Source: an optimization exercise on an open RTL-to-GDS flow (aim: small area, a short achievable clock period and few clock cycles). Production flows keep margins and buffers that such runs may drop. The RTL was checked by simulation tests, not by an equivalence proof against the original design. Power figures rest on the tool's default switching activity, not on a simulated workload.

<file path="flow/design.v">
module interpolation (
    input           clk,
    input           RST,
    input           START,
    input   [5:0]   H0,
    input   [5:0]   V0,
    input   [3:0]   SW,
    input   [3:0]   SH,
    output          REN,
    input   [7:0]   R_DATA,
    output  [11:0]  ADDR,
    output  [7:0]   O_DATA,
    output          O_VALID
);
assign REN = 1'b0;
reg [5:0] h0;
reg [3:0] sw, sh;            
reg [5:0] rrow;              
reg [3:0] ryf;               
reg [3:0] rc;                
reg       rsub;              
reg [11:0] addr;
reg        a_vld, a_bot;     
reg [3:0]  a_yr;
reg        r_top, r_last;    
reg [7:0] T, B;
reg [3:0] c_yr;
reg       cfull;
reg [7:0] N;
reg       nv;
reg [1:0] cnt;               
reg        active, loaded;
reg [4:0]  oj, oi;            
reg [3:0]  xp;                
reg [7:0]  vl, vu;
reg [7:0]  odata;
reg        ovalid;
assign ADDR = addr;
assign O_DATA = odata;
assign O_VALID = ovalid;
function [7:0] lerp3;
    input [7:0] c, a, b;
    input [3:0] r;
    reg [11:0] x0, x1, x2, x3, x4, s1, c1, s2, c2, s;
    begin
        x0 = {4'd0, c};
        x1 = {4'd0, r[0] ? b : a};
        x2 = {3'd0, r[1] ? b : a, 1'b0};
        x3 = {2'd0, r[2] ? b : a, 2'b0};
        x4 = {1'd0, r[3] ? b : a, 3'b0};
        s1 = x0 ^ x1 ^ x2;
        c1 = ((x0 & x1) | (x0 & x2) | (x1 & x2)) << 1;
        s2 = s1 ^ c1 ^ x3;
        c2 = ((s1 & c1) | (s1 & x3) | (c1 & x3)) << 1;
        s = s2 + c2 + x4;
        lerp3 = s[11:4];
    end
endfunction
wire [7:0] vcol = lerp3(T, T, B, c_yr);
wire       row_end = (oj == 5'b11000);
wire [4:0] xsum = {1'b0, xp} + {1'b0, sw};
wire       pop_next = row_end | xsum[4];
wire       avail = nv | cfull;
wire       produce = active & loaded;
wire       want = active & (~loaded | (pop_next & ~(row_end & (oi == 5'b11000))));
wire       take = want & avail;
wire [7:0] src = nv ? N : vcol;
wire       issue = rsub | (cnt != 2'd2) | take;
wire       col_done = rsub | (ryf == 4'd0);
wire [4:0] ysum = {1'b0, ryf} + {1'b0, sh};
always @(posedge clk) begin
    addr <= {rrow + {5'd0, rsub}, h0 + {2'd0, rc}};
    a_yr <= ryf;
    a_bot <= rsub;
    odata <= lerp3(vu, vl, vu, xp);    
    if (r_top)
        T <= R_DATA;
    if (r_last)
        B <= R_DATA;
    if (a_vld & a_bot)
        c_yr <= a_yr;
    if (take) begin
        vl <= vu;
        vu <= src;
    end
    if (nv ? take : ~take)
        N <= vcol;
    if (START) begin
        h0 <= H0;
        sw <= SW - 4'd1;
        sh <= SH - 4'd1;
    end
end
always @(posedge clk) begin
    if (START) begin
        rrow <= V0;
        ryf <= 4'd0;
        rc <= 4'd0;
        rsub <= 1'b0;
        a_vld <= 1'b0;
        r_top <= 1'b0;
        r_last <= 1'b0;
        cfull <= 1'b0;
        nv <= 1'b0;
        cnt <= 2'd0;
        active <= 1'b1;
        loaded <= 1'b0;
        oj <= 5'd1;
        oi <= 5'd1;
        xp <= 4'd15;
        ovalid <= 1'b0;
    end else begin
        a_vld <= issue;
        r_top <= a_vld & ~a_bot;
        r_last <= a_vld & (a_bot | (a_yr == 4'd0));
        if (issue) begin
            if (col_done) begin
                rsub <= 1'b0;
                if (rc == sw) begin
                    rc <= 4'd0;
                    ryf <= ysum[3:0];
                    rrow <= rrow + {5'd0, ysum[4]};
                end else begin
                    rc <= rc + 4'd1;
                end
            end else begin
                rsub <= 1'b1;
            end
        end
        cnt <= cnt + {1'b0, issue & ~rsub} - {1'b0, take};
        if (take)
            nv <= nv & cfull;
        else if (cfull)
            nv <= 1'b1;
        cfull <= r_last | (cfull & nv & ~take);
        ovalid <= produce;
        if (produce) begin
            if (row_end) begin
                oj <= 5'd1;
                xp <= 4'd15;
                oi <= {oi[3:0], oi[4] ^ oi[2]};
                if (oi == 5'b11000)
                    active <= 1'b0;
            end else begin
                oj <= {oj[3:0], oj[4] ^ oj[2]};
                xp <= xsum[3:0];
            end
            loaded <= ~pop_next | take;
        end else if (take) begin
            loaded <= 1'b1;
        end
        if (RST)
            active <= 1'b0;
    end
end
endmodule
</file>
<file path="flow/flow/run.sh">
#!/bin/bash
# Standard ORFS flow with buf_2 port buffers and a clock tree of clkbuf_8
# cells. The make output goes to flow_make.log here; ORFS logs each tool
# under orfs/logs/.
set -euo pipefail
export BUFFER_PORTS_ARGS="-buffer_cell sky130_fd_sc_hd__buf_2"
export CTS_ARGS="-sink_clustering_enable -repair_clock_nets -root_buf sky130_fd_sc_hd__clkbuf_8 -buf_list sky130_fd_sc_hd__clkbuf_4 -dont_use_dummy_load"
bash standard.sh > flow_make.log 2>&1
</file>
<file path="flow/standard.sh">
#!/bin/bash
# synth_recipe.tcl (not shown) runs the flow's synth.tcl, then flattens the netlist and writes it again
# the make line also repeats each setting of config.mk as NAME=value (left out here)
make -C /OpenROAD-flow-scripts/flow DESIGN_CONFIG=/design/flow/config.mk WORK_HOME=/design/flow/orfs CLKGATE_MAP_FILE= SYNTH_SCRIPT=/design/flow/synth_recipe.tcl "${@:-finish}"
</file>
<file path="flow/config.mk">
export PLATFORM = sky130hd
export DESIGN_NAME = interpolation
export DESIGN_NICKNAME = interpolation
export VERILOG_FILES = /design/flow/design.v
export SDC_FILE = /design/flow/constraint.sdc
export NUM_CORES = 4
export LEC_CHECK = 0
export CAP_MARGIN = 20
export CORE_MARGIN = 2
export CORE_UTILIZATION = 40
export SLEW_MARGIN = 60
</file>
<file path="flow/constraint.sdc">
create_clock -name core_clock -period 32.0 [get_ports {clk}]
set_input_delay 6.4000 -clock core_clock [delete_from_list [all_inputs] [get_ports {clk}]]
set_output_delay 6.4000 -clock core_clock [all_outputs]
set_load 0.01 [all_outputs]
</file>
==> results by group, run 1 <==
Timing
  • Final Hold Fails: 0
  • Fin crit share: 0.2272
  • Final setup skew: 22.36 ps
  • Final Critical Period: 7269 ps
  • Slew Limit Headroom: 0.6561
  • Worst Tran Pin Value: 515.1 ps
  • Max Slew Vio Count: 0
  • F_max: roughly 140 MHz
  • RSZ-0062 raised after global routing: no
  • TNS Setup: 0 ps
  • Setup violators final: 0

Logic synthesis
  • Synth Net Count: 706
  • Number of synthesized register bits: about 120
  • Post-synthesis sequential area ratio: 0.4445
  • Primary FF master, synth: edfxtp_1
  • Mapped Area: 0.006935 mm^2
  • Asr flop ratio synth: 0
  • Mean post-synth cell area: 11.70 um^2
  • Number of enable flip-flop cells after synthesis: 64
  • Yosys Warn Count: 1
  • Post-Synthesis Cells: 593
  • Netlist cell types: 50

Route
  • Antenna-violating nets left: 0
  • Final wirelength: 11,480 um
  • DR top layer: met4
  • DR WL/cell: 13.25 um
  • Residual DRC: 0
  • Met2 WL: 5990 um
  • Met1 WL: 4892 um
  • Vias post-DR: 4,301
  • Met3 Wirelength: 395 um
  • Avg Vias per Cell: 4.967
  • DRT iter0 DRCs: approximately 170
  • First-pass DRT Iterations: 6

Finish
  • Layout cell share with drive strength beyond 1: 0.1607
  • Utilization of the core after routing: 0.4403
  • Design area: 0.007536 mm^2
  • Final Non-Filler Cells: between 800 and 900
  • Area Overhead vs Synth: 8.660%
  • Ant diodes: 0
  • Most common cell after layout, fill and taps aside: edfxtp_1
  • Most frequent cells in the layout: edfxtp_1, inv_1, dfxtp_1
  • Final net count: between 700 and 800

Place
  • Routability cong.: 0.7692
  • DP HPWL: 8549 um
  • Placed insts: 849
  • Cell Area, Placed: around 0.0074 mm^2
  • Port-buffer cells: 51

Setup path
  • Critical path buffer and inverter count: 1
  • Crit-path max FO: 1
  • Worst Path Arrival: 870 ps
  • CP Capture Type: output port
  • Critical path type: register to output port
  • Cell chain of the critical path: buf_2
  • CP required: approximately 26,000 ps
  • Family with the most delay on the worst path: flip-flops
  • Crit path max-delay cell type: dfxtp_1
  • Critical Path Max Stage Delay: 330 ps
  • Startpoint type of the worst setup path: register

Global route
  • Antenna violations before repair: 0
  • GRT Resource Usage Total: 0.1345
  • Vias in the first global route: between 4,000 and 5,000
  • First-pass GRT wire length: 19,580 um
  • Largest net degree at the start of global routing: 54
  • Total gr overflow: 0

Run
  • Max-cap violations: 0

Clock tree
  • CTS Buf Count: 17
  • CTS tree: built
  • Post_cts resized: 0
  • Sink Count: 122
  • Clk root buf: clkbuf_8
  • Post-CTS Setup Repair Bufs: 0
  • Cts hold-fix bufs: 0
  • Reg clk slew, reported paths: 110 ps
  • Clk Latency, worst-skew pair: 410 ps
  • Clock Path Buffers: 2
  • Htree depth: 4

Power
  • Max IR drop VDD: approximately 0.000054 V
  • Pwr per Cell Area: 93.16 mW/mm^2
  • Pleak: 3.278 nW

Die
  • Die width: 135.7 um
  • DIE HEIGHT: 135.7 um
  • I/O pin count: 53
  • Core area: 0.01712 mm^2
  • Die area: 0.01841 mm^2
  • Initial Utilization: 0.4052
  • Row cnt: 48

Min path
  • HP Class: register to register

Status
  • Status: no timing/DRC/antenna violations
[synth_stat cells (5+ instances only)]
master,n,area share
mux2i_1,46,0.066
dfxtp_1,58,0.17
xor2_1,12,0.015
mux2_2,22,0.036
a21oi_1,19,0.014
nand2_1,38,0.021
nor3_1,8,0.0058
inv_1,60,0.032
clkbuf_1,13,0.0070
a21o_1,9,0.0097
ha_1,35,0.063
fa_1,47,0.14
o21ai_0,22,0.016
edfxtp_1,64,0.28
nor2b_1,6,0.0054
nor2_1,35,0.019
xnor2_1,28,0.035
o21bai_1,5,0.0054
nand3_1,8,0.0058
[stage by stage]
| stage | total power, mW | worst slack [ps] | hold WS (ps) |
|---|---|---|---|
| after detailed placement | 0.6403 | 24300 | 389.4 |
| after floorplan | 0.5573 | 24740 | 366.4 |
| after global routing | 0.7796 | 24640 | 406.6 |
| after CTS | 0.7174 | 24690 | 387.6 |
| final | 0.7020 | 24730 | 392.3 |
| after global placement | 0.6303 | 24070 | 386.7 |
[cell type report]
| type | count | area [um^2] |
|---|---|---|
| fill | 1595 | 9580 |
| clock buffer | 17 | 133.9 |
| multi-input combinational | 390 | 3543 |
| timing repair buffer | 51 | 261.5 |
| sequential | 122 | 3087 |
| tap | 225 | 281.5 |
| inverter | 61 | 229.0 |
[kinds of logic (layout without fill, tap and decap cells)]
logic type               after synthesis  count (layout)  synth area share
AND/OR/NAND/NOR                      120             120           0.08317
flip-flops                           122             122            0.4445
XOR/XNOR                              40              40           0.05051
other                                  1               1         0.0005407
adder cells (fa/ha/maj)               83              83            0.2003
multiplexers                          68              68            0.1021
AO/OA/AOI/OAI                         78              78           0.07361
buffers and inverters                 81             129           0.04528
[state kept, by name, summed over array words and instances, names as in the netlist, 5 cells and up]
signal	cells
B	8
N	8
T	8
addr	12
h0	6
odata	8
oi	5
oj	5
rrow	6
vl	8
vu	8
[power by group]
group | internal, mW | switching [mW]
clock network | 0.0260 | 0.0480
logic | 0.189 | 0.199
registers | 0.218 | 0.0224
[final timing paths]
path / start / endpoint / slack (ps) / cells after the start
setup / recovery: addr[4]$_DFF_P_ / ADDR[4] / 24730 / 1
setup reg to reg: c_yr[0]$_DFFE_PP_ / vu[5]$_DFFE_PP_ / 27650 / 14
hold reg to reg: ryf[3]$_SDFFE_PP0P_ / a_yr[3]$_DFF_P_ / 390 / 0
hold / removal: ryf[3]$_SDFFE_PP0P_ / a_yr[3]$_DFF_P_ / 390 / 0
[routing by layer]
layer	track usage	up-vias
met4	0.05498	0
met5	0	-
met2	0.2379	69
met3	0.03367	17
li1	-	2110
met1	0.1553	2105
Testbench counts, summed over its fixed seeds: cycles 87,218.
==> run 2: changes to the inputs <==
==> flow/flow/run.sh (replaced) <==
#!/bin/bash
# Standard ORFS flow with buf_2 port buffers and a clock tree of clkbuf_8
# cells. The make output goes to flow_make.log here; ORFS logs each tool
# under orfs/logs/.
set -euo pipefail
export BUFFER_PORTS_ARGS="-buffer_cell sky130_fd_sc_hd__buf_2"
export CTS_ARGS="-sink_clustering_enable -repair_clock_nets -root_buf sky130_fd_sc_hd__clkbuf_16 -buf_list sky130_fd_sc_hd__clkbuf_4 -dont_use_dummy_load"
bash standard.sh > flow_make.log 2>&1
==> run 2 against run 1 <==
  * Via count rose by 0.21%
  * Largest cell class unchanged
  * Highest routed layer unchanged
  * Critical path depth did not move
  * Register-to-register slack barely moved
  * Sequential power barely moved
  * Synthesized area did not move
  * Critical endpoint unchanged
  * Still clean on timing, DRC and antenna
  * Cell count did not move
  * Count of clock-buffer cells in the layout did not move
  * Total power rose by 0.44%
==> results by group, run 2 <==
Status
  • Status: no timing/DRC/antenna violations

Global route
  • Largest net degree at the start of global routing: 54
  • First-pass GRT wire length: 19,580 um
  • Antenna violations before repair: 0
  • GRT Resource Usage Total: 0.1345
  • Vias in the first global route: 4,423
  • Total gr overflow: 0

Logic synthesis
  • Post-synth top cells: edfxtp_1, inv_1, dfxtp_1
  • Count leader, synth: edfxtp_1
  • Top cell type by total area after synthesis: edfxtp_1
  • Post-synth top area share: 0.2771
  • Synth Net Count: 706
  • Mapped Area: 0.006935 mm^2
  • Number of synthesized register bits: 122
  • Netlist cell types: 50
  • Largest cells by area after synthesis: edfxtp_1, dfxtp_1, fa_1, mux2i_1, ha_1
  • Primary FF master, synth: edfxtp_1
  • Asr flop ratio synth: 0
  • Yosys Warn Count: 1
  • Mean post-synth cell area: 11.70 um^2
  • Number of enable flip-flop cells after synthesis: 64
  • Post-synthesis sequential area ratio: 0.4445
  • Post-Synthesis Cells: 593

Min path
  • Worst Hold End: a_yr[3]$_DFF_P_
  • HP Class: register to register
  • WHS Path Cells: 0
  • Hold Path Origin: ryf[3]$_SDFFE_PP0P_

Setup path
  • Register-to-register setup slack: 27,650 ps
  • Crit path max-delay cell type: dfxtp_1
  • Crit-path max FO: 1
  • Critical path buffer and inverter count: 1
  • Critical Path Max Stage Delay: 330 ps
  • CP required: 25,600 ps
  • Reg2reg end: vu[5]$_DFFE_PP_
  • Startpoint type of the worst setup path: register
  • CP Capture Type: output port
  • Cell chain of the critical path: buf_2
  • Worst r2r path cells: 14
  • Family with the most delay on the worst path: flip-flops
  • Critical path type: register to output port
  • Critical R2R Launch: c_yr[0]$_DFFE_PP_
  • Worst Path Arrival: 810 ps
  • Levels on crit path: 1

Die
  • Die area: 0.01841 mm^2
  • DIE HEIGHT: 135.7 um
  • I/O pin count: 53
  • Core area: 0.01712 mm^2
  • Row cnt: 48
  • Initial Utilization: 0.4052
  • Die width: 135.7 um

Route
  • DR WL/cell: 13.22 um
  • Vias post-DR: 4,310
  • Antenna-violating nets left: 0
  • First-pass DRT Iterations: 4
  • Avg Vias per Cell: 4.977
  • DRT iter0 DRCs: 168
  • Residual DRC: 0
  • Final wirelength: 11,450 um

Place
  • DP HPWL: 8549 um
  • Routability cong.: roughly 0.77
  • Placed insts: approximately 850
  • Cell Area, Placed: 0.007396 mm^2
  • Port-buffer cells: a little over 50

Power
  • Reg power frac: 0.341
  • Internal power: about 0.44 mW
  • Gate power share: 0.550
  • Clock share of power: 0.109
  • Max IR drop VDD: between 0.00005 and 0.00006 V
  • Pwr per Cell Area: a little over 90 mW/mm^2
  • Pleak: 3.284 nW
  • Switching pwr: 0.2695 mW
  • Sw Share: 0.3822

Finish
  • Most common cell after layout, fill and taps aside: edfxtp_1
  • Register area: 0.003087 mm^2
  • Most frequent cells in the layout: edfxtp_1, inv_1, dfxtp_1
  • Ant diodes: 0
  • Filler instances: 1,595
  • Final net count: 756
  • Area Overhead vs Synth: 8.822%
  • Final Non-Filler Cells: slightly below 900
  • Utilization of the core after routing: 0.4409
  • Largest reg by FF count: addr
  • Layout cell share with drive strength beyond 1: 0.1607
  • Area of the multi-input gates: about 0.0035 mm^2
  • Design area: 0.007547 mm^2
  • Largest register FFs: 12

Timing
  • Worst Tran Pin Value: between 500 and 600 ps
  • RSZ-0062 raised after global routing: no
  • Setup violators final: 0
  • Final setup skew: 21.93 ps
  • Slew Limit Headroom: 0.6499
  • Fin crit share: 0.2254
  • F_max: 138.7 MHz
  • Final Hold Fails: 0
  • Max Slew Vio Count: 0
  • TNS Setup: 0 ps
  • Final Critical Period: 7212 ps

Run
  • Max-cap violations: 0

Clock tree
  • Clk root buf: clkbuf_16
  • Cts hold-fix bufs: 0
  • Clock Path Buffers: 2
  • CTS tree: built
  • Post-CTS Setup Repair Bufs: 0
  • Htree depth: 4
  • Reg clk slew, reported paths: 110 ps
  • Sink Count: 122
  • Clk Latency, worst-skew pair: 360 ps
  • Post_cts resized: 0
  • CTS Buf Count: 17
[run 2: kinds of logic after synthesis]
| family | Yosys count | share of synthesized area |
|---|---|---|
| buf+inv | 81 | 0.04528 |
| simple gates | 120 | 0.08317 |
| mux | 68 | 0.1021 |
| fa+ha+maj | 83 | 0.2003 |
| other cells | 1 | 0.0005407 |
| compound gates | 78 | 0.07361 |
| xor+xnor | 40 | 0.05051 |
| flops | 122 | 0.4445 |
[run 2: cell type report]
class	count	share of cell area
timing repair buffer	51	0.03465
tap	225	0.03730
clock buffer	17	0.01923
inverter	61	0.03034
sequential	122	0.4090
multi-input combinational	390	0.4695
[run 2: stage by stage]
stage	setup slack [ps]	hold WS (ps)	power [mW]
floorplan	24740	366.4	0.5573
global placement	24070	386.7	0.6303
detailed placement	24300	389.4	0.6403
CTS	24680	387.5	0.7204
global route	24710	406.4	0.7827
finish	24790	392.2	0.7051
[run 2: power by group through the flow]
stage	Sequential [mW]	Combinational, mW	Clock, mW
2_1_floorplan	0.241	0.316	0
3_3_place_gp	0.243	0.387	0
3_5_place_dp	0.244	0.396	0
4_1_cts	0.241	0.399	0.0811
5_1_grt	0.245	0.451	0.0867
6_report	0.240	0.388	0.0770
[run 2: worst max-delay path by stage]
stage                    startpoint           endpoint  slack (ps)
global route        addr[3]$_DFF_P_            ADDR[3]       24710
floorplan                     START  rrow[0]$_DFFE_PP_       24740
CTS                           START  rrow[1]$_DFFE_PP_       24680
finish              addr[4]$_DFF_P_            ADDR[4]       24790
detailed placement            START  rrow[0]$_DFFE_PP_       24300
global placement              START  rrow[0]$_DFFE_PP_       24070
[run 2: layer usage]
metal / track usage / up-vias / share of wire / wire, um
met4: 0.05498 / 0 / 0.017 / 192
li1: - / 2112 / - / -
met1: 0.1553 / 2110 / 0.43 / 4917
met5: 0 / - / 0 / 0
met2: 0.2379 / 70 / 0.52 / 5954
met3: 0.03367 / 18 / 0.034 / 386
==> run 3: changes to the inputs <==
==> flow/flow/run.sh (replaced) <==
#!/bin/bash
# Standard ORFS flow with buf_2 port buffers and a clock tree of clkbuf_4
# leaf cells under a clkbuf_16 root, without dummy loads. The make output goes to flow_make.log here; ORFS logs each tool
# under orfs/logs/.
set -euo pipefail
export BUFFER_PORTS_ARGS="-buffer_cell sky130_fd_sc_hd__buf_2"
export CTS_ARGS="-sink_clustering_enable -repair_clock_nets -root_buf sky130_fd_sc_hd__clkbuf_16 -buf_list sky130_fd_sc_hd__clkbuf_4 -dont_use_dummy_load"
bash standard.sh > flow_make.log 2>&1
--- a/flow/config.mk
+++ b/flow/config.mk
@@ -8,4 +8,4 @@
 export CAP_MARGIN = 20
 export CORE_MARGIN = 2
 export CORE_UTILIZATION = 40
-export SLEW_MARGIN = 60
+export SLEW_MARGIN = 40
==> run 3 against run 2 <==
  * Still clean
  * Sequential power about the same
  * Die area unchanged
  * Fmax decreased by 0.94%
  * Utilization about the same
  * Critical path type is now input port to register
  * Critical endpoint is now rrow[1]$_DFFE_PP_
  * Largest cell class unchanged
==> results by group, run 3 <==
Status
  • Status: no timing/DRC/antenna violations

Global route
  • Total gr overflow: 0
  • Vias in the first global route: 4,450
  • First-pass GRT wire length: 19,580 um
  • GRT Resource Usage Total: 0.1346
  • Antenna violations before repair: 0
  • Largest net degree at the start of global routing: 54

Min path
  • HP Class: register to register
  • WHS Path Cells: 0
  • Worst Hold End: a_yr[2]$_DFF_P_
  • Hold Path Origin: ryf[2]$_SDFFE_PP0P_

Setup path
  • Crit path max-delay cell type: buf_4
  • Critical path type: input port to register
  • Worst Path Arrival: 7280 ps
  • Register-to-register setup slack: 27,630 ps
  • Startpoint type of the worst setup path: input port
  • CP Capture Type: register
  • Critical Path Max Stage Delay: 440 ps
  • Critical path buffer and inverter count: 1
  • Reg2reg end: vu[5]$_DFFE_PP_
  • Crit-path max FO: 53
  • Cell chain of the critical path: buf_4 -> or2_1
  • Worst r2r path cells: 14
  • Family with the most delay on the worst path: buffers and inverters
  • CP required: 32,000 ps
  • Critical R2R Launch: c_yr[1]$_DFFE_PP_

Die
  • Die area: ~0.018 mm^2
  • Row cnt: 48
  • DIE HEIGHT: 135.7 um
  • Core area: 0.01712 mm^2
  • Die width: 135.7 um
  • Initial Utilization: 0.4052
  • I/O pin count: 53

Finish
  • Final net count: roughly 760
  • Largest reg by FF count: addr
  • Design area: 0.007540 mm^2
  • Area Overhead vs Synth: 8.714%
  • Largest register FFs: 12
  • Most common cell after layout, fill and taps aside: edfxtp_1
  • Filler instances: 1,604
  • Register area: 0.003083 mm^2
  • Most frequent cells in the layout: edfxtp_1, inv_1, dfxtp_1
  • Utilization of the core after routing: 0.4405
  • Ant diodes: 0
  • Area of the multi-input gates: 0.003543 mm^2
  • Layout cell share with drive strength beyond 1: 0.1560
  • Final Non-Filler Cells: about 870

Timing
  • Final Critical Period: 7280 ps
  • Final Hold Fails: 0
  • Final setup skew: 21.32 ps
  • Hold_ws: 395.3 ps
  • Slew Limit Headroom: 0.5675
  • Worst Tran Pin Value: 647.9 ps
  • Max Slew Vio Count: 0
  • F_max: ~140 MHz
  • Fin crit share: 0.2275
  • RSZ-0062 raised after global routing: no
  • Setup violators final: 0
  • TNS Setup: 0 ps

Clock tree
  • Post_cts resized: 0
  • Clock Path Buffers: 2
  • Post-CTS Setup Repair Bufs: 0
  • CTS Buf Count: 17
  • Clk Latency, worst-skew pair: between 300 and 400 ps
  • Htree depth: 4
  • CTS tree: built
  • Reg clk slew, reported paths: ~80 ps
  • Clk root buf: clkbuf_16
  • Cts hold-fix bufs: 0
  • Sink Count: between 100 and 150

Logic synthesis
  • Largest cells by area after synthesis: edfxtp_1, dfxtp_1, fa_1, mux2i_1, ha_1
  • Synth Net Count: 706
  • Asr flop ratio synth: 0
  • Primary FF master, synth: edfxtp_1
  • Post-synth top area share: 0.2771
  • Post-synthesis sequential area ratio: 0.4445
  • Post-synth top cells: edfxtp_1, inv_1, dfxtp_1
  • Top cell type by total area after synthesis: edfxtp_1
  • Netlist cell types: 50
  • Mean post-synth cell area: 11.70 um^2
  • Number of enable flip-flop cells after synthesis: 64
  • Mapped Area: 0.006935 mm^2
  • Count leader, synth: edfxtp_1
  • Number of synthesized register bits: 122
  • Yosys Warn Count: 1
  • Post-Synthesis Cells: 593

Route
  • Avg Vias per Cell: 4.957
  • Final wirelength: ~11,000 um
  • Residual DRC: 0
  • Antenna-violating nets left: 0
  • DRT iter0 DRCs: 129
  • First-pass DRT Iterations: 4
  • Vias post-DR: ~4,300
  • DR WL/cell: 13.12 um

Power
  • Pwr per Cell Area: 93.44 mW/mm^2
  • Max IR drop VDD: 0.00005383 V
  • Pleak: 3.284 nW

Place
  • Routability cong.: 0.7692
  • Cell Area, Placed: 0.007390 mm^2
  • Placed insts: between 800 and 900
  • DP HPWL: 8567 um
  • Port-buffer cells: 51

Run
  • Max-cap violations: 0
## run 3: cell counts after synthesis
No cell type changed its count.
## run 3: layout make-up
type                    count  area share
clock buffers              17     0.01925
inverters                  61     0.03037
multi-input cells         390      0.4700
flip-flops and latches    122      0.4089
well taps                 225     0.03734
repair buffers             51     0.03419
## run 3: power by group
part	switching (mW)	leakage (nW)	internal (mW)
Combinational	0.200	2.11	0.189
Sequential	0.0224	1.09	0.218
Clock	0.0467	0.0859	0.0290
## run 3: worst max-delay path by stage
stage / from / end / slack, ps / depth (start not counted)
2_1_floorplan: START / rrow[0]$_DFFE_PP_ / 24740 / 2
3_5_place_dp: START / rrow[0]$_DFFE_PP_ / 24300 / 2
5_1_grt: START / rrow[1]$_DFFE_PP_ / 24620 / 2
4_1_cts: START / rrow[1]$_DFFE_PP_ / 24690 / 2
3_3_place_gp: START / rrow[0]$_DFFE_PP_ / 24070 / 2
6_report: START / rrow[1]$_DFFE_PP_ / 24720 / 2
## run 3: layer usage
metal / part of all wire / vias up / GRT usage / wire length (um)
met5: 0 / - / 0 / 0
met4: 0.019 / 0 / 0.05903 / 216
met3: 0.030 / 19 / 0.03143 / 337
met2: 0.52 / 66 / 0.2396 / 5879
met1: 0.43 / 2089 / 0.1538 / 4924
li1: - / 2119 / - / -
## run 3: kinds of logic after synthesis
family                     Yosys count  share of synthesized area
and+or+nand+nor                    120                    0.08317
DFF                                122                     0.4445
xor gates and xnor gates            40                    0.05051
muxes                               68                     0.1021
adders and majority gates           83                     0.2003
other                                1                  0.0005407
buffers and inverters               81                    0.04528
AOI/OAI and AO/OA                   78                    0.07361
## run 3: metrics by stage
stage	setup slack (ps)	power (mW)
3_5_place_dp	24300	0.6401
3_3_place_gp	24070	0.6303
6_report	24720	0.7045
2_1_floorplan	24740	0.5573
5_1_grt	24620	0.7813
4_1_cts	24690	0.7204
==> run 4: changes to the inputs <==
--- a/flow/config.mk
+++ b/flow/config.mk
@@ -8,4 +8,4 @@
 export CAP_MARGIN = 20
 export CORE_MARGIN = 2
 export CORE_UTILIZATION = 40
-export SLEW_MARGIN = 40
+export SLEW_MARGIN = 60
==> run 4 against run 3 <==
  * Worst setup slack gained 68 ps
  * Sequential share of layout area barely moved
  * Via count grew 0.40%
  * First-iteration DRC count increased by 30%
==> results by group, run 4 <==
Die
  • Die area: 0.01841 mm^2
  • Row cnt: 48
  • Die width: 135.7 um
  • Initial Utilization: 0.4052
  • DIE HEIGHT: around 140 um
  • I/O pin count: 53
  • Core area: 0.01712 mm^2

Clock tree
  • CTS Buf Count: 17
  • CTS tree: built
  • Clock Path Buffers: 2
  • Htree depth: 4
  • Clk root buf: clkbuf_16
  • Reg clk slew, reported paths: 110 ps
  • Post_cts resized: 0
  • Clk Latency, worst-skew pair: 360 ps
  • Sink Count: 122
  • Cts hold-fix bufs: 0
  • Post-CTS Setup Repair Bufs: 0

Power
  • Clock share of power: 0.109
  • Sw Share: 0.3822
  • Switching pwr: 0.2695 mW
  • Pleak: 3.284 nW
  • Internal power: 0.4356 mW
  • Max IR drop VDD: roughly 0.000054 V
  • Reg power frac: 0.341
  • Pwr per Cell Area: 93.43 mW/mm^2
  • Gate power share: 0.550

Route
  • Antenna-violating nets left: 0
  • Final wirelength: 11,450 um
  • First-pass DRT Iterations: 4
  • DRT iter0 DRCs: 168
  • Met1 WL: between 4000 and 5000 um
  • DR top layer: met4
  • Vias post-DR: 4,310
  • Met3 Wirelength: 386 um
  • Met2 WL: 5954 um
  • Residual DRC: 0
  • Avg Vias per Cell: 4.977
  • DR WL/cell: 13.22 um

Setup path
  • Register-to-register setup slack: 27,650 ps
  • CP Capture Type: output port
  • Crit-path max FO: 1
  • Crit path max-delay cell type: dfxtp_1
  • Worst Path Arrival: 810 ps
  • Startpoint type of the worst setup path: register
  • Cell chain of the critical path: buf_2
  • CP required: 25,600 ps
  • Family with the most delay on the worst path: flip-flops
  • Critical path buffer and inverter count: 1
  • Critical Path Max Stage Delay: 330 ps
  • Critical path type: register to output port

Timing
  • RSZ-0062 raised after global routing: no
  • Hold_ws: 392.2 ps
  • TNS Setup: 0 ps
  • Slew Limit Headroom: 0.6499
  • Max Slew Vio Count: 0
  • Final setup skew: 21.93 ps
  • Final Hold Fails: 0
  • F_max: 138.7 MHz
  • Final Critical Period: roughly 7200 ps
  • Fin crit share: 0.2254
  • Worst Tran Pin Value: 524.4 ps
  • Setup violators final: 0

Run
  • Max-cap violations: 0

Logic synthesis
  • Count leader, synth: edfxtp_1
  • Post-synth top cells: edfxtp_1, inv_1, dfxtp_1
  • Number of enable flip-flop cells after synthesis: 64
  • Asr flop ratio synth: 0
  • Post-synth top area share: 0.2771
  • Post-Synthesis Cells: 593
  • Synth Net Count: 706
  • Largest cells by area after synthesis: edfxtp_1, dfxtp_1, fa_1, mux2i_1, ha_1
  • Mapped Area: 0.006935 mm^2
  • Mean post-synth cell area: ~12 um^2
  • Number of synthesized register bits: 122
  • Primary FF master, synth: edfxtp_1
  • Top cell type by total area after synthesis: edfxtp_1
  • Netlist cell types: 50
  • Yosys Warn Count: 1
  • Post-synthesis sequential area ratio: 0.4445

Global route
  • Total gr overflow: 0
  • Largest net degree at the start of global routing: 54
  • First-pass GRT wire length: 19,580 um
  • Vias in the first global route: 4,423
  • Antenna violations before repair: 0
  • GRT Resource Usage Total: 0.1345

Finish
  • Layout cell share with drive strength beyond 1: 0.1607
  • Most common cell after layout, fill and taps aside: edfxtp_1
  • Largest register FFs: 12
  • Register area: 0.003087 mm^2
  • Area of the multi-input gates: 0.003543 mm^2
  • Largest reg by FF count: addr
  • Most frequent cells in the layout: edfxtp_1, inv_1, dfxtp_1
  • Filler instances: 1,595
  • Final Non-Filler Cells: between 800 and 900
  • Final net count: 756
  • Area Overhead vs Synth: 8.822%
  • Ant diodes: 0

Place
  • DP HPWL: between 8000 and 9000 um
  • Routability cong.: 0.7692
  • Placed insts: between 800 and 900
  • Port-buffer cells: 51

Status
  • Status: no timing/DRC/antenna violations

Min path
  • HP Class: register to register
## run 4: kinds of logic after synthesis
kind of cell / share of synthesized area
buffers and inverters: 0.04528
xor gates and xnor gates: 0.05051
DFF: 0.4445
other: 0.0005407
adders and majority gates: 0.2003
and+or+nand+nor: 0.08317
AOI/OAI and AO/OA: 0.07361
muxes: 0.1021
## run 4: routing by layer
layer | up-vias | GRT usage
met3 | 18 | 0.03367
met4 | 0 | 0.05498
li1 | 2112 | -
met1 | 2110 | 0.1553
met5 | - | 0
met2 | 70 | 0.2379
## run 4: layout make-up
class / instances / share of cell area
clock buffer: 17 / 0.01923
inverter: 61 / 0.03034
multi-input combinational: 390 / 0.4695
sequential: 122 / 0.4090
tap: 225 / 0.03730
timing repair buffer: 51 / 0.03465
## run 4: final timing paths
path,from,end,cells after the start
hold reg to reg,ryf[3]$_SDFFE_PP0P_,a_yr[3]$_DFF_P_,0
hold / removal,ryf[3]$_SDFFE_PP0P_,a_yr[3]$_DFF_P_,0
setup reg to reg,c_yr[0]$_DFFE_PP_,vu[5]$_DFFE_PP_,14
setup / recovery,addr[4]$_DFF_P_,ADDR[4],1
## run 4: power by group through the flow
stage	sequential [mW]	clock, mW	combinational, mW
5_1_grt	0.245	0.0867	0.451
6_report	0.240	0.0770	0.388
3_5_place_dp	0.244	0	0.396
3_3_place_gp	0.243	0	0.387
2_1_floorplan	0.241	0	0.316
4_1_cts	0.241	0.0811	0.399
## run 4: metrics by stage
step | power (mW) | worst slack [ps] | utilization | area, um^2
2_1_floorplan | 0.5573 | 24740 | - | 6935
3_3_place_gp | 0.6303 | 24070 | 0.4316 | 7387
3_5_place_dp | 0.6403 | 24300 | 0.4321 | 7396
4_1_cts | 0.7204 | 24680 | 0.4406 | 7541
5_1_grt | 0.7827 | 24710 | 0.4409 | 7547
6_report | 0.7051 | 24790 | 0.4409 | 7547
==> run 5: changes to the inputs <==
--- a/flow/design.v
+++ b/flow/design.v
@@ -29,8 +29,8 @@
 reg [7:0] N;
 reg       nv;
 reg [1:0] cnt;               
-reg        active, loaded;
-reg [4:0]  oj, oi;            
+reg        loaded;
+reg [4:0]  oj;                
 reg [3:0]  xp;                
 reg [7:0]  vl, vu;
 reg [7:0]  odata;
@@ -61,8 +61,8 @@
 wire [4:0] xsum = {1'b0, xp} + {1'b0, sw};
 wire       pop_next = row_end | xsum[4];
 wire       avail = nv | cfull;
-wire       produce = active & loaded;
-wire       want = active & (~loaded | (pop_next & ~(row_end & (oi == 5'b11000))));
+wire       produce = loaded;
+wire       want = ~loaded | pop_next;
 wire       take = want & avail;
 wire [7:0] src = nv ? N : vcol;
 wire       issue = rsub | (cnt != 2'd2) | take;
@@ -103,10 +103,8 @@
         cfull <= 1'b0;
         nv <= 1'b0;
         cnt <= 2'd0;
-        active <= 1'b1;
         loaded <= 1'b0;
         oj <= 5'd1;
-        oi <= 5'd1;
         xp <= 4'd15;
         ovalid <= 1'b0;
     end else begin
@@ -133,14 +131,11 @@
         else if (cfull)
             nv <= 1'b1;
         cfull <= r_last | (cfull & nv & ~take);
-        ovalid <= produce;
+        ovalid <= produce & ~RST;
         if (produce) begin
             if (row_end) begin
                 oj <= 5'd1;
                 xp <= 4'd15;
-                oi <= {oi[3:0], oi[4] ^ oi[2]};
-                if (oi == 5'b11000)
-                    active <= 1'b0;
             end else begin
                 oj <= {oj[3:0], oj[4] ^ oj[2]};
                 xp <= xsum[3:0];
@@ -149,8 +144,6 @@
         end else if (take) begin
             loaded <= 1'b1;
         end
-        if (RST)
-            active <= 1'b0;
     end
 end
 endmodule
--- a/flow/flow/run.sh
+++ b/flow/flow/run.sh
@@ -1,6 +1,7 @@
 #!/bin/bash
 # Standard ORFS flow with buf_2 port buffers and a clock tree of clkbuf_4
-# leaf cells under a clkbuf_16 root, without dummy loads. The make output goes to flow_make.log here; ORFS logs each tool
+# leaf cells under a clkbuf_16 root, without dummy loads. The make output
+# goes to flow_make.log here; ORFS logs each tool
 # under orfs/logs/.
 set -euo pipefail
 export BUFFER_PORTS_ARGS="-buffer_cell sky130_fd_sc_hd__buf_2"
==> run 5 against run 4 <==
  * Still clean on timing, DRC and antenna
  * Sequential share of layout area shrank 0.62 points
  * Via count shrank 3.2%
  * Worst setup slack gained 7.7 ps
  * Combinational power grew 23%
  * Sequential cell count shrank 6
  * Clock power shrank 4.0%
  * First-iteration DRC count shrank 28%
  * Wire length shrank 3.4%
  * Synthesized cell count shrank 4.6%
  * Global-route usage grew 0.31 points
  * Utilization grew 0.51 points
  * Largest power group unchanged
==> results by group, run 5 <==
Timing
  • Slew Limit Headroom: 0.6359
  • TNS Setup: 0 ps
  • Worst Tran Pin Value: between 500 and 600 ps
  • Final Critical Period: 7204 ps
  • F_max: 138.8 MHz
  • Max Slew Vio Count: 0
  • Setup violators final: 0
  • RSZ-0062 raised after global routing: no
  • Final Hold Fails: 0
  • Fin crit share: 0.2251
  • Final setup skew: between 30 and 40 ps

Finish
  • Largest reg by FF count: addr
  • Most frequent cells in the layout: edfxtp_1, inv_1, buf_2
  • Largest register FFs: 12
  • Layout cell share with drive strength beyond 1: 0.1799
  • Final net count: 732
  • Ant diodes: 0
  • Area Overhead vs Synth: 9.376%
  • Filler instances: 1,559
  • Final Non-Filler Cells: roughly 840
  • Most common cell after layout, fill and taps aside: edfxtp_1

Die
  • Core area: 0.01652 mm^2
  • I/O pin count: 53
  • Row cnt: 47
  • DIE HEIGHT: approximately 130 um
  • Die width: roughly 130 um
  • Initial Utilization: 0.4078
  • Die area: 0.01790 mm^2

Setup path
  • Startpoint type of the worst setup path: register
  • Cell chain of the critical path: buf_2
  • Worst r2r path cells: 13
  • CP Capture Point: ADDR[9]
  • CP Capture Type: output port
  • Crit path max-delay cell type: dfxtp_1
  • Critical path buffer and inverter count: 1
  • CP required: 25,600 ps
  • Worst Path Arrival: ~800 ps
  • Crit-path max FO: 1
  • Critical Path Max Stage Delay: 330 ps
  • Reg2reg end: vu[7]$_DFFE_PP_
  • Critical path type: register to output port
  • Levels on crit path: 1
  • Critical R2R Launch: c_yr[0]$_DFFE_PP_
  • Family with the most delay on the worst path: flip-flops
  • Critical Path Start: addr[9]$_DFF_P_
  • Register-to-register setup slack: 27,510 ps

Clock tree
  • Post-CTS Setup Repair Bufs: 0
  • CTS Buf Count: 17
  • Reg clk slew, reported paths: roughly 90 ps
  • Sink Count: roughly 120
  • Clk root buf: clkbuf_16
  • Post_cts resized: 0
  • Htree depth: 4
  • Cts hold-fix bufs: 0
  • Clk Latency, worst-skew pair: 360 ps
  • CTS tree: built
  • Clock Path Buffers: 2

Power
  • Post-route total power: 0.7895 mW
  • Pleak: 3.182 nW
  • Pwr per Cell Area: about 110 mW/mm^2
  • Max IR drop VDD: 0.00007153 V

Route
  • DRT iter0 DRCs: 121
  • Vias post-DR: 4,173
  • Avg Vias per Cell: around 5.0
  • Residual DRC: 0
  • First-pass DRT Iterations: 6
  • Antenna-violating nets left: 0
  • Final wirelength: 11,070 um
  • DR WL/cell: 13.22 um

Global route
  • Largest net degree at the start of global routing: 52
  • First-pass GRT wire length: 19,840 um
  • Total gr overflow: 0
  • Antenna violations before repair: 0
  • GRT Resource Usage Total: 0.1376
  • Vias in the first global route: 4,420

Logic synthesis
  • Post-synthesis sequential area ratio: 0.4397
  • Post-Synthesis Cells: 566
  • Mapped Area: 0.006739 mm^2
  • Post-synth top cells: edfxtp_1, inv_1, dfxtp_1
  • Asr flop ratio synth: 0
  • Primary FF master, synth: edfxtp_1
  • Number of synthesized register bits: between 100 and 150
  • Synth Net Count: slightly below 700
  • Netlist cell types: 50
  • Yosys Warn Count: 1
  • Largest cells by area after synthesis: edfxtp_1, dfxtp_1, fa_1, mux2i_1, ha_1
  • Count leader, synth: edfxtp_1
  • Mean post-synth cell area: about 12 um^2
  • Post-synth top area share: 0.2852
  • Top cell type by total area after synthesis: edfxtp_1
  • Number of enable flip-flop cells after synthesis: 64

Min path
  • HP Class: register to register

Status
  • Status: no timing/DRC/antenna violations

Place
  • Routability cong.: roughly 0.80
  • Placed insts: 820
  • Port-buffer cells: slightly above 50
  • DP HPWL: 8305 um

Run
  • Max-cap violations: 0
## run 5: cell types whose count changed in the layout (fill, tap and decap cells not counted), sizes merged, moves of 4 or more
cell and change:
nand2 -15, nand3 +5, o21bai -4, dfxtp -6
nor2 -9, xnor2 -8, o21ai +6, a21oi +6
xor2 +6
## run 5: logic make-up (layout without fill, tap and decap cells)
kind of cell	after synthesis	after routing	synth area share
fa+ha+maj	82	82	0.2046
compound gates	82	82	0.07594
simple gates	100	100	0.07631
other cells	1	1	0.0005565
xor+xnor	38	38	0.05050
mux	69	69	0.1069
flops	116	116	0.4397
buf+inv	78	129	0.04549
## run 5: worst min-delay path by stage
stage                       from  cells past startpoint           endpoint  slack [ps]
2_1_floorplan  rsub$_SDFFE_PP0P_                      0      a_bot$_DFF_P_         370
3_3_place_gp   rsub$_SDFFE_PP0P_                      0      a_bot$_DFF_P_         410
3_5_place_dp     a_yr[2]$_DFF_P_                      0  c_yr[2]$_DFFE_PP_         420
4_1_cts        rsub$_SDFFE_PP0P_                      0      a_bot$_DFF_P_         420
5_1_grt        rsub$_SDFFE_PP0P_                      0      a_bot$_DFF_P_         430
6_report       rsub$_SDFFE_PP0P_                      0      a_bot$_DFF_P_         420
## run 5: layout make-up
| class | instances | area [um^2] | area share |
|---|---|---|---|
| clock buffer | 17 | 145.1 | 0.01969 |
| inverter | 60 | 225.2 | 0.03056 |
| multi-input combinational | 372 | 3491 | 0.4736 |
| sequential | 116 | 2969 | 0.4028 |
| tap | 220 | 275.3 | 0.03735 |
| timing repair buffer | 52 | 265.3 | 0.03599 |
## run 5: metrics by stage
step                hold WS [ps]    util  setup WS, ps  cell area (um^2)
floorplan                  367.8       -         24610              6739
detailed placement         421.6  0.4365         24490              7213
finish                     421.3  0.4461         24800              7371
global placement           406.4  0.4355         24250              7196
CTS                        419.9  0.4453         24760              7358
global route               433.2  0.4461         24730              7371
## run 5: worst reg2reg max path: cells and delay by family (launching register included)
kind | cells | cell delay (ps)
adder cells (fa/ha/maj) | 4 | 1890
AND/OR/NAND/NOR | 2 | 220
buffers and inverters | 1 | 60
flip-flops | 1 | 620
multiplexers | 2 | 550
AO/OA/AOI/OAI | 4 | 920
## run 5: report_power, final
part	switching (mW)	total (mW)	internal [mW]
clock network	0.0449	0.0739	0.0290
registers	0.0246	0.239	0.214
logic	0.246	0.477	0.230
total	0.316	0.790	0.474
## run 5: metal layers
metal	track usage	vias up	part of all wire	routed length (um)
li1	-	2050	-	-
met5	0	-	0	0
met3	0.03553	11	0.035	382
met2	0.2376	65	0.51	5609
met4	0.05378	0	0.016	176
met1	0.1647	2047	0.44	4897
Testbench counts of run 5, summed over its fixed seeds: cycles 87,218.
==> run 6: changes to the inputs <==
--- a/flow/design.v
+++ b/flow/design.v
@@ -15,13 +15,12 @@
 assign REN = 1'b0;
 reg [5:0] h0;
 reg [3:0] sw, sh;            
+reg       start_q;           
 reg [5:0] rrow;              
 reg [3:0] ryf;               
 reg [3:0] rc;                
 reg       rsub;              
-reg [11:0] addr;
-reg        a_vld, a_bot;     
-reg [3:0]  a_yr;
+reg [11:0] addr;             
 reg        r_top, r_last;    
 reg [7:0] T, B;
 reg [3:0] c_yr;
@@ -65,20 +64,24 @@
 wire       want = ~loaded | pop_next;
 wire       take = want & avail;
 wire [7:0] src = nv ? N : vcol;
-wire       issue = rsub | (cnt != 2'd2) | take;
+wire       issue = ~start_q & (rsub | (cnt != 2'd2) | take);
 wire       col_done = rsub | (ryf == 4'd0);
+wire       row_done = issue & col_done & (rc == sw);
 wire [4:0] ysum = {1'b0, ryf} + {1'b0, sh};
+wire       rsub_n = issue ? ~col_done : rsub;
+wire [3:0] rc_n = (issue & col_done) ? (row_done ? 4'd0 : rc + 4'd1) : rc;
+wire [3:0] ryf_n = row_done ? ysum[3:0] : ryf;
+wire [5:0] rrow_n = rrow + {5'd0, row_done & ysum[4]};
 always @(posedge clk) begin
-    addr <= {rrow + {5'd0, rsub}, h0 + {2'd0, rc}};
-    a_yr <= ryf;
-    a_bot <= rsub;
+    start_q <= START;
+    addr <= {rrow_n + {5'd0, rsub_n}, h0 + {2'd0, rc_n}};
     odata <= lerp3(vu, vl, vu, xp);    
     if (r_top)
         T <= R_DATA;
     if (r_last)
         B <= R_DATA;
-    if (a_vld & a_bot)
-        c_yr <= a_yr;
+    if (issue & rsub)
+        c_yr <= ryf;
     if (take) begin
         vl <= vu;
         vu <= src;
@@ -97,7 +100,6 @@
         ryf <= 4'd0;
         rc <= 4'd0;
         rsub <= 1'b0;
-        a_vld <= 1'b0;
         r_top <= 1'b0;
         r_last <= 1'b0;
         cfull <= 1'b0;
@@ -108,23 +110,12 @@
         xp <= 4'd15;
         ovalid <= 1'b0;
     end else begin
-        a_vld <= issue;
-        r_top <= a_vld & ~a_bot;
-        r_last <= a_vld & (a_bot | (a_yr == 4'd0));
-        if (issue) begin
-            if (col_done) begin
-                rsub <= 1'b0;
-                if (rc == sw) begin
-                    rc <= 4'd0;
-                    ryf <= ysum[3:0];
-                    rrow <= rrow + {5'd0, ysum[4]};
-                end else begin
-                    rc <= rc + 4'd1;
-                end
-            end else begin
-                rsub <= 1'b1;
-            end
-        end
+        rrow <= rrow_n;
+        ryf <= ryf_n;
+        rc <= rc_n;
+        rsub <= rsub_n;
+        r_top <= issue & ~rsub;
+        r_last <= issue & col_done;
         cnt <= cnt + {1'b0, issue & ~rsub} - {1'b0, take};
         if (take)
             nv <= nv & cfull;
==> run 6 against run 5 <==
  * Wire length increased by 0.43%
  * Total power down 24%
  * Global-route usage fell by 0.38 points
  * Largest power group unchanged
  * Sequential power decreased by 15%
  * Sequential share of layout area decreased by 2.4 points
  * Worst setup slack improved by 7.9 ps
  * Utilization up 0.30 points
  * Via count is 0.50% higher
  * Design area up 0.66%
  * Count of clock-buffer cells in the layout down 8
==> results by group, run 6 <==
Global route
  • Antenna violations before repair: 0
  • First-pass GRT wire length: 19,370 um
  • Vias in the first global route: 4,284
  • Total gr overflow: 0
  • Largest net degree at the start of global routing: 50
  • GRT Resource Usage Total: 0.1338

Logic synthesis
  • Synth Net Count: 697
  • Asr flop ratio synth: 0
  • Post-synth top cells: inv_1, edfxtp_1, dfxtp_1
  • Netlist cell types: 59
  • Mean post-synth cell area: 11.54 um^2
  • Number of synthesized register bits: 111
  • Largest cells by area after synthesis: edfxtp_1, dfxtp_1, fa_1, ha_1, mux2i_1
  • Yosys Warn Count: 1
  • Post-synthesis sequential area ratio: 0.4160
  • Number of enable flip-flop cells after synthesis: just under 60
  • Primary FF master, synth: edfxtp_1
  • Count leader, synth: inv_1
  • Top cell type by total area after synthesis: edfxtp_1
  • Post-synth top area share: 0.2585
  • Post-Synthesis Cells: just under 600
  • Mapped Area: just under 0.007 mm^2

Clock tree
  • Cts hold-fix bufs: 0
  • Post_cts resized: 0
  • Reg clk slew, reported paths: about 80 ps
  • Sink Count: 111
  • Clk Latency, worst-skew pair: ~350 ps
  • Post-CTS Setup Repair Bufs: 0
  • CTS Buf Count: 9
  • Htree depth: 3
  • CTS tree: built
  • Clk root buf: clkbuf_16
  • Clock Path Buffers: 2

Timing
  • Fin crit share: 0.2249
  • Worst Tran Pin Value: roughly 540 ps
  • Final setup skew: 24.32 ps
  • Max Slew Vio Count: 0
  • Final worst setup slack: 24,800 ps
  • RSZ-0062 raised after global routing: no
  • Final Hold Fails: 0
  • Setup violators final: 0
  • Final Critical Period: 7196 ps
  • Hold_ws: 464.3 ps
  • Slew Limit Headroom: 0.6405
  • F_max: 139.0 MHz
  • TNS Setup: 0 ps

Route
  • First-pass DRT Iterations: 4
  • DR WL/cell: approximately 13 um
  • Residual DRC: 0
  • Antenna-violating nets left: 0
  • DRT iter0 DRCs: 181
  • Final wirelength: 11,110 um
  • Vias post-DR: 4,194
  • Avg Vias per Cell: 4.957

Place
  • DP HPWL: 8410 um
  • Cell Area, Placed: 0.007187 mm^2
  • Pre-CTS WS: between 20,000 and 25,000 ps
  • Placed insts: roughly 840
  • Routability cong.: a little under 0.8
  • Port-buffer cells: 51

Finish
  • Area Overhead vs Synth: 10.12%
  • Ant diodes: 0
  • Largest reg by FF count: addr
  • Filler instances: 1,526
  • Register area: ~0.0028 mm^2
  • Final net count: 741
  • Most frequent cells in the layout: inv_1, edfxtp_1, buf_2
  • Area of the multi-input gates: 0.003601 mm^2
  • Most common cell after layout, fill and taps aside: inv_1
  • Final Non-Filler Cells: 846
  • Largest register FFs: 12
  • Utilization of the core after routing: 0.4490
  • Layout cell share with drive strength beyond 1: 0.1789
  • Design area: 0.007420 mm^2

Setup path
  • Family with the most delay on the worst path: flip-flops
  • Worst Path Arrival: 800 ps
  • Critical path type: register to output port
  • Critical Path Max Stage Delay: roughly 320 ps
  • CP Capture Type: output port
  • Crit-path max FO: 1
  • Critical path buffer and inverter count: 1
  • Startpoint type of the worst setup path: register
  • Crit path max-delay cell type: dfxtp_1
  • Cell chain of the critical path: buf_2
  • CP required: 25,600 ps

Power
  • Pwr per Cell Area: 81.09 mW/mm^2
  • Post-route total power: 0.6016 mW
  • Pleak: ~3.2 nW
  • Max IR drop VDD: roughly 0.000045 V

Die
  • Initial Utilization: 0.4077
  • Core area: 0.01652 mm^2
  • Row cnt: 47
  • I/O pin count: 53
  • Die width: roughly 130 um
  • DIE HEIGHT: 133.8 um
  • Die area: ~0.018 mm^2

Status
  • Status: no timing/DRC/antenna violations

Min path
  • HP Class: register to register

Run
  • Max-cap violations: 0
-- run 6: cell types whose count changed in the layout (fill, tap and decap cells not counted), sizes merged, moves of 3 or more --
cell    previous run  this run
clkbuf            17         9
mux2i             45        38
edfxtp            64        58
nor2              26        32
a21boi             0         5
inv               60        65
mux2              24        29
xor2              18        14
a21oi             26        23
nand3             13        10
-- run 6: cell families after synthesis --
| family | Yosys count | synth area share |
|---|---|---|
| flops | 111 | 0.4160 |
| simple gates | 110 | 0.08171 |
| compound gates | 92 | 0.09267 |
| buf+inv | 84 | 0.05070 |
| fa+ha+maj | 83 | 0.2061 |
| mux | 67 | 0.1055 |
| xor+xnor | 36 | 0.04680 |
| other cells | 1 | 0.0005566 |
-- run 6: area by class of cell --
| cell class | instances | area share |
|---|---|---|
| Multi-Input combinational cell | 389 | 0.4853 |
| Sequential cell | 111 | 0.3786 |
| Tap cell | 220 | 0.03710 |
| Timing Repair Buffer | 52 | 0.03575 |
| Inverter | 65 | 0.03288 |
| Clock buffer | 9 | 0.03035 |
-- run 6: routing by layer --
layer  GRT usage  share of wire  vias to the layer above
met3     0.02192          0.027                       16
met4     0.05378          0.018                        0
met2      0.2333           0.50                       57
li1            -              -                     2091
met1      0.1656           0.45                     2030
met5           0              0                        -
-- run 6: path summary, 6_finish.rpt --
kind,from,end,slack [ps],cells past startpoint
setup reg to reg,c_yr[0]$_DFFE_PP_,N[5]$_DFFE_PP_,27570,13
hold reg to reg,h0[5]$_DFFE_PP_,addr[5]$_DFF_P_,460,1
setup / recovery,addr[4]$_DFF_P_,ADDR[4],24800,1
hold / removal,h0[5]$_DFFE_PP_,addr[5]$_DFF_P_,460,1
-- run 6: power breakdown --
| group | total [mW] | internal (mW) | switching (mW) |
|---|---|---|---|
| clock network | 0.0955 | 0.0498 | 0.0458 |
| logic | 0.303 | 0.145 | 0.157 |
| registers | 0.204 | 0.189 | 0.0149 |
| total | 0.602 | 0.384 | 0.218 |
Testbench counts of run 6, summed over its fixed seeds: cycles 85,208.
==> run 7: changes to the inputs <==
--- a/flow/design.v
+++ b/flow/design.v
@@ -13,10 +13,8 @@
     output          O_VALID
 );
 assign REN = 1'b0;
-reg [5:0] h0;
 reg [3:0] sw, sh;            
 reg       start_q;           
-reg [5:0] rrow;              
 reg [3:0] ryf;               
 reg [3:0] rc;                
 reg       rsub;              
@@ -69,12 +67,17 @@
 wire       row_done = issue & col_done & (rc == sw);
 wire [4:0] ysum = {1'b0, ryf} + {1'b0, sh};
 wire       rsub_n = issue ? ~col_done : rsub;
+wire       col_up = issue & col_done;
+wire [5:0] acol_n = addr[5:0] + {row_done ? {2'b11, ~sw} : 6'd0} + {5'd0, col_up};
 wire [3:0] rc_n = (issue & col_done) ? (row_done ? 4'd0 : rc + 4'd1) : rc;
 wire [3:0] ryf_n = row_done ? ysum[3:0] : ryf;
-wire [5:0] rrow_n = rrow + {5'd0, row_done & ysum[4]};
+wire       row_up = issue & ~rsub & (~col_done | (row_done & ysum[4]));
+wire       row_dn = issue & rsub & ~(row_done & ysum[4]);
+wire [5:0] arow_n = addr[11:6] + {{5{row_dn}}, row_dn | row_up};
 always @(posedge clk) begin
     start_q <= START;
-    addr <= {rrow_n + {5'd0, rsub_n}, h0 + {2'd0, rc_n}};
+    addr[5:0] <= START ? H0 : acol_n;
+    addr[11:6] <= START ? V0 : arow_n;
     odata <= lerp3(vu, vl, vu, xp);    
     if (r_top)
         T <= R_DATA;
@@ -89,14 +92,12 @@
     if (nv ? take : ~take)
         N <= vcol;
     if (START) begin
-        h0 <= H0;
         sw <= SW - 4'd1;
         sh <= SH - 4'd1;
     end
 end
 always @(posedge clk) begin
     if (START) begin
-        rrow <= V0;
         ryf <= 4'd0;
         rc <= 4'd0;
         rsub <= 1'b0;
@@ -110,7 +111,6 @@
         xp <= 4'd15;
         ovalid <= 1'b0;
     end else begin
-        rrow <= rrow_n;
         ryf <= ryf_n;
         rc <= rc_n;
         rsub <= rsub_n;
==> run 7 against run 6 <==
  * Sequential cell count down 12
  * Sequential power down about 10%
  * Worst setup slack worse by 65 ps
  * Clock skew down 13 ps
  * Sequential share of layout area down 3.0 points
  * First-iteration DRC count down 34%
==> results by group, run 7 <==
Status
  • Status: no timing/DRC/antenna violations

Logic synthesis
  • Xor/xnor cell area share of the yosys netlist: 0.04443
  • Post-synth top cells: inv_1, edfxtp_1, fa_1
  • Largest family of logic cells by synthesized area: adder cells
  • Mapped Area: 0.006505 mm^2
  • Top cell type by total area after synthesis: edfxtp_1
  • Synth Net Count: 698
  • Fraction of the mapped netlist area in adder cells: 0.2200
  • Post-synth top area share: 0.2400
  • Number of synthesized register bits: approximately 100
  • Synth Area in Compound Gates: 0.07771
  • Yosys Warn Count: 1
  • Post-synthesis mux area share: 0.1189
  • Number of enable flip-flop cells after synthesis: 52
  • Count leader, synth: inv_1
  • Synth Area in Simple Gates: 0.09271
  • Post-Synthesis Cells: around 580
  • Mean post-synth cell area: between 10 and 15 um^2
  • Primary FF master, synth: edfxtp_1
  • Netlist cell types: 52
  • Asr flop ratio synth: 0
  • Largest cells by area after synthesis: edfxtp_1, fa_1, dfxtp_1, mux2_2, ha_1
  • Post-synthesis sequential area ratio: 0.3847

Clock tree
  • CTS Buf Count: 9
  • Htree depth: 3
  • Clock Path Buffers: 2
  • Post_cts resized: 0
  • CTS tree: built
  • Cts hold-fix bufs: 0
  • Reg clk slew, reported paths: 70 ps
  • Post-CTS Setup Repair Bufs: 0
  • Clk root buf: clkbuf_16
  • Clk Latency, worst-skew pair: 340 ps
  • Sink Count: 99

Setup path
  • Family with the most delay on the worst path: flip-flops
  • Critical path buffer and inverter count: 1
  • Crit-path max FO: 4
  • Startpoint type of the worst setup path: register
  • Register-to-register setup slack: approximately 27,000 ps
  • Critical path type: register to output port
  • Worst Path Arrival: approximately 860 ps
  • Crit path max-delay cell type: dfxtp_1
  • CP Capture Type: output port
  • Cell chain of the critical path: buf_2
  • Critical Path Max Stage Delay: 370 ps
  • CP required: about 26,000 ps

Timing
  • RSZ-0062 raised after global routing: no
  • Final setup skew: ~11 ps
  • Final Critical Period: 7261 ps
  • Setup violators final: 0
  • Final Hold Fails: 0
  • Worst Tran Pin Value: 547.2 ps
  • Final worst setup slack: 24,740 ps
  • Max Slew Vio Count: 0
  • TNS Setup: 0 ps
  • F_max: 137.7 MHz
  • Fin crit share: 0.2269
  • Slew Limit Headroom: 0.6347

Place
  • Routability cong.: between 0.8 and 0.9
  • DP HPWL: 8295 um
  • Pre-CTS WS: 24,610 ps
  • Placed insts: a little over 800
  • Port-buffer cells: 51

Global route
  • Total gr overflow: 0
  • Largest net degree at the start of global routing: between 50 and 60
  • First-pass GRT wire length: 18,950 um
  • GRT Resource Usage Total: 0.1322
  • Vias in the first global route: about 4,300
  • Antenna violations before repair: 0

Route
  • Residual DRC: 0
  • Final wirelength: 10,800 um
  • DR WL/cell: 12.85 um
  • DRT iter0 DRCs: 119
  • First-pass DRT Iterations: 4
  • Antenna-violating nets left: 0
  • Avg Vias per Cell: slightly below 5
  • Vias post-DR: 4,151

Finish
  • Most common cell after layout, fill and taps aside: inv_1
  • Final Non-Filler Cells: 840
  • Layout cell share with drive strength beyond 1: 0.2003
  • Most frequent cells in the layout: inv_1, edfxtp_1, buf_2
  • Area Overhead vs Synth: 10.54%
  • Ant diodes: 0
  • Utilization of the core after routing: 0.4527
  • Largest register FFs: 12
  • Final net count: 742
  • Largest reg by FF count: addr

Power
  • Pwr per Cell Area: 76.19 mW/mm^2
  • Post-route total power: 0.5479 mW
  • Pleak: 3.171 nW
  • Max IR drop VDD: 0.00003888 V

Die
  • Core area: ~0.016 mm^2
  • I/O pin count: 53
  • Initial Utilization: 0.4095
  • Row cnt: 46
  • DIE HEIGHT: about 130 um
  • Die area: 0.01730 mm^2
  • Die width: 131.5 um

Min path
  • HP Class: register to register

Run
  • Max-cap violations: 0
## run 7: cell types whose count changed in the layout (fill, tap and decap cells not counted), sizes merged, moves of 4 or more
cell    delta
xnor2      -6
dfxtp      -6
nand3      -5
nand2b     +5
mux2i      -8
a21boi     -4
edfxtp     -6
mux2      +13
inv       +12
## run 7: cells by family (layout without fill, tap and decap cells)
family                   Yosys count  count (layout)
adder cells (fa/ha/maj)           85              85
XOR/XNOR                          33              33
flip-flops                        99              99
multiplexers                      72              72
buffers and inverters             97             139
AO/OA/AOI/OAI                     83              83
other                              1               1
AND/OR/NAND/NOR                  112             112
## run 7: report_power, final
group	internal, mW	switching (mW)	leakage [nW]
combinational	0.132	0.141	2.18
sequential	0.169	0.0145	0.883
clock	0.0496	0.0417	0.111
total	0.351	0.197	3.17
## run 7: area by class of cell
type | count | area, um^2
Clock buffer | 9 | 225.2
Fill cell | 1526 | 8695
Inverter | 77 | 289.0
Multi-Input combinational cell | 386 | 3625
Sequential cell | 99 | 2505
Tap cell | 216 | 270.3
Timing Repair Buffer | 53 | 276.5
## run 7: stage by stage
stage	hold slack (ps)	cell area (um^2)
finish	502.6	7191
CTS	505.3	7181
global placement	476.8	6944
floorplan	455.7	6505
detailed placement	495.5	6955
global route	529.3	7191
## run 7: layer usage
| layer | share of wire | GRT usage |
|---|---|---|
| met5 | 0 | 0 |
| met4 | 0.024 | 0.05857 |
| met3 | 0.033 | 0.02585 |
| met2 | 0.51 | 0.2312 |
| met1 | 0.44 | 0.1576 |
## run 7: path summary, 6_finish.rpt
path / endpoint / cells past startpoint / from
worst max-delay path: ADDR[5] / 1 / addr[5]$_DFF_P_
worst min-delay path: rc[3]$_SDFFE_PP0P_ / 2 / rc[3]$_SDFFE_PP0P_
worst max register to register: vu[5]$_DFFE_PP_ / 15 / c_yr[1]$_DFFE_PP_
worst min register to register: rc[3]$_SDFFE_PP0P_ / 2 / rc[3]$_SDFFE_PP0P_
Testbench counts of run 7, summed over its fixed seeds: cycles 85,208.

## port drivers added, routing unchanged
The flow's constraints put no driver on any port. The routed layouts listed below were extracted and timed again, unchanged, in two steps.
Step 1, drivers: a clkbuf_16 drives clk and a buf_2 each remaining input, both assumed.
Step 2, shift: input delay + t, output delay - t, t = (earliest + latest rising clock arrival at the registers) / 2. This alone moves slack from input paths to output paths.
Three values: no drivers, after step 1, after step 2; two values: the first two.
run | t, ns | setup WS [ns] | worst register clock-pin slew, ns
run 1 | 0.439 | 24.731 / 24.696 / 24.475 | 0.11 / 0.11
run 2 | 0.387 | 24.788 / 24.748 / 24.471 | 0.11 / 0.11
run 3 | 0.385 | 24.720 / 24.737 / 24.352 | 0.10 / 0.10
run 4 | 0.387 | 24.788 / 24.748 / 24.471 | 0.11 / 0.11
run 5 | 0.386 | 24.796 / 24.755 / 24.484 | 0.11 / 0.11
run 6 | 0.382 | 24.804 / 24.763 / 24.660 | 0.08 / 0.08
run 7 | 0.378 | 24.739 / 24.700 / 24.729 | 0.07 / 0.07
After both steps setup and hold are still met in every run listed. For run 3, which loses most, drivers alone change the setup slack by +0.017 ns; drivers and shift together by -0.368 ns.
